Context: an optimization exercise on an open-source flow, tuned for small area and a short achievable clock period. The choices shown serve that exercise and are no tape-out recipe.
Only simulation tests tie the RTL to the original design; equivalence was not proved.
Power is estimated from default activity; no workload was simulated.

Setup of the previous run:
## Mesh
module Mesh(
  input         clock,
  input  [7:0]  io_in_a_0_0,
  input  [7:0]  io_in_a_1_0,
  input  [7:0]  io_in_a_2_0,
  input  [7:0]  io_in_a_3_0,
  input  [7:0]  io_in_a_4_0,
  input  [7:0]  io_in_a_5_0,
  input  [7:0]  io_in_a_6_0,
  input  [7:0]  io_in_a_7_0,
  input  [19:0] io_in_b_0_0,
  input  [19:0] io_in_b_1_0,
  input  [19:0] io_in_b_2_0,
  input  [19:0] io_in_b_3_0,
  input  [19:0] io_in_b_4_0,
  input  [19:0] io_in_b_5_0,
  input  [19:0] io_in_b_6_0,
  input  [19:0] io_in_b_7_0,
  input  [19:0] io_in_d_0_0,
  input  [19:0] io_in_d_1_0,
  input  [19:0] io_in_d_2_0,
  input  [19:0] io_in_d_3_0,
  input  [19:0] io_in_d_4_0,
  input  [19:0] io_in_d_5_0,
  input  [19:0] io_in_d_6_0,
  input  [19:0] io_in_d_7_0,
  input         io_in_control_0_0_dataflow,
  input         io_in_control_0_0_propagate,
  input  [4:0]  io_in_control_0_0_shift,
  input         io_in_control_1_0_dataflow,
  input         io_in_control_1_0_propagate,
  input  [4:0]  io_in_control_1_0_shift,
  input         io_in_control_2_0_dataflow,
  input         io_in_control_2_0_propagate,
  input  [4:0]  io_in_control_2_0_shift,
  input         io_in_control_3_0_dataflow,
  input         io_in_control_3_0_propagate,
  input  [4:0]  io_in_control_3_0_shift,
  input         io_in_control_4_0_dataflow,
  input         io_in_control_4_0_propagate,
  input  [4:0]  io_in_control_4_0_shift,
  input         io_in_control_5_0_dataflow,
  input         io_in_control_5_0_propagate,
  input  [4:0]  io_in_control_5_0_shift,
  input         io_in_control_6_0_dataflow,
  input         io_in_control_6_0_propagate,
  input  [4:0]  io_in_control_6_0_shift,
  input         io_in_control_7_0_dataflow,
  input         io_in_control_7_0_propagate,
  input  [4:0]  io_in_control_7_0_shift,
  input  [2:0]  io_in_id_0_0,
  input  [2:0]  io_in_id_1_0,
  input  [2:0]  io_in_id_2_0,
  input  [2:0]  io_in_id_3_0,
  input  [2:0]  io_in_id_4_0,
  input  [2:0]  io_in_id_5_0,
  input  [2:0]  io_in_id_6_0,
  input  [2:0]  io_in_id_7_0,
  input         io_in_last_0_0,
  input         io_in_last_1_0,
  input         io_in_last_2_0,
  input         io_in_last_3_0,
  input         io_in_last_4_0,
  input         io_in_last_5_0,
  input         io_in_last_6_0,
  input         io_in_last_7_0,
  input         io_in_valid_0_0,
  input         io_in_valid_1_0,
  input         io_in_valid_2_0,
  input         io_in_valid_3_0,
  input         io_in_valid_4_0,
  input         io_in_valid_5_0,
  input         io_in_valid_6_0,
  input         io_in_valid_7_0,
  output [19:0] io_out_b_0_0,
  output [19:0] io_out_b_1_0,
  output [19:0] io_out_b_2_0,
  output [19:0] io_out_b_3_0,
  output [19:0] io_out_b_4_0,
  output [19:0] io_out_b_5_0,
  output [19:0] io_out_b_6_0,
  output [19:0] io_out_b_7_0,
  output [19:0] io_out_c_0_0,
  output [19:0] io_out_c_1_0,
  output [19:0] io_out_c_2_0,
  output [19:0] io_out_c_3_0,
  output [19:0] io_out_c_4_0,
  output [19:0] io_out_c_5_0,
  output [19:0] io_out_c_6_0,
  output [19:0] io_out_c_7_0,
  output        io_out_valid_0_0,
  output        io_out_control_0_0_dataflow,
  output [2:0]  io_out_id_0_0,
  output        io_out_last_0_0
);
Size in the first run: roughly 100000 cells after synthesis, roughly 7700 flip-flops, roughly 810 I/O pins, ~0.58 mm² of cells after synthesis.
clock: 8.5 ns
lec_check: 0
abc_area: 1
cap_margin: 20
core_margin: 2
core_utilization: 45
cts_cluster_diameter: 80
cts_cluster_size: 24
setup_slack_margin: 5.0
slew_margin: 20
standard.sh (not shown) runs the stock make flow with config.mk's settings and CLKGATE_MAP_FILE= SYNTH_SCRIPT=/design/flow/synth_recipe.tcl, a recipe that flattens the netlist after the stock synthesis.
==> flow/flow/run.sh <==
#!/bin/bash
# Layout flow: the standard flow (standard.sh, all steps) with these make settings:
#  - SYNTH_ARGS=-noabc: no generic ABC pass before the final technology mapping
#  - ADDER_MAP_FILE empty: Yosys does not extract full/half adders into the library's
#    adder cells (which are slow); ABC maps the adder trees from plain gates
#    (registers and their names are unchanged)
#  - port buffers are buf_4 cells (BUFFER_PORTS_ARGS)
#  - sizing may change a cell's footprint (MATCH_CELL_FOOTPRINT=0)
#  - up to 10 antenna repair rounds after detailed routing (MAX_REPAIR_ANTENNAS_ITER_DRT)
# standard.sh's full output goes to standard.log here; ORFS's own logs are under orfs/logs.
set -euo pipefail
bash standard.sh \
  SYNTH_ARGS=-noabc \
  ADDER_MAP_FILE= \
  MATCH_CELL_FOOTPRINT=0 \
  "BUFFER_PORTS_ARGS=-buffer_cell sky130_fd_sc_hd__buf_4" \
  MAX_REPAIR_ANTENNAS_ITER_DRT=10 \
  finish > standard.log 2>&1
Here is what was changed in the inputs of the current run compared with the previous run.
# the previous run
export LEC_CHECK = 0
export ABC_AREA = 1
export CAP_MARGIN = 20
export CORE_MARGIN = 2
export CORE_UTILIZATION = 45
export CTS_CLUSTER_DIAMETER = 80
export CTS_CLUSTER_SIZE = 24
export SETUP_SLACK_MARGIN = 5.0
export SLEW_MARGIN = 20
create_clock -name core_clock -period 8.5 [get_ports {clock}]
# the current run
export LEC_CHECK = 0
export ABC_AREA = 1
export CAP_MARGIN = 20
export CORE_MARGIN = 2
export CORE_UTILIZATION = 45
export SETUP_SLACK_MARGIN = 5.0
export SLEW_MARGIN = 20
create_clock -name core_clock -period 8.5 [get_ports {clock}]
Diff the previous run -> the current run: relative contribution of the clock network to total power rose by 3.2 points; data arrival time of the critical path fell 2.70 ns; switching power as a share of total power fell by 1.9 points; shortest period the worst path allows higher; worst setup slack dropped 0.075 ns.
Higher number of global-route vias before repair goes to the current run over the previous run.
| post-synthesis share of cell area spent on and, or, nand and nor gates | the previous run vs the current run | ≈ equal |
Compare the previous run and the current run | combined global-route utilization of all metal layers higher: the current run

## afterwards: timing with drivers on the ports
Ports are ideal in the flow. The routed layouts listed here were re-timed in OpenROAD. Step 1: set_driving_cell puts a clkbuf_16 on clock and a buf_2 on each other input, an assumption about the parent block. Step 2 adds t to the input delays and takes it off the output delays; t is the mean of the earliest and latest rising clock arrival at the registers after step 1. Input paths then give back, and output paths get back, about the clock's delay inside the block. Three values: ideal, step 1, step 2; two values: the first two.
run	shift t [ns]	slack for setup (ns)	worst setup path after step 2	worst data-port slew with drivers (ns)
the previous run	1.333	5.101 / 4.943 / 3.945	input to register	0.22
the current run	1.392	5.026 / 4.865 / 4.010	input to register	0.22
After both steps every run listed still meets setup and hold. The setup slack of the previous run, which loses most, moves by -0.158 ns with the drivers and by -1.156 ns with both steps.
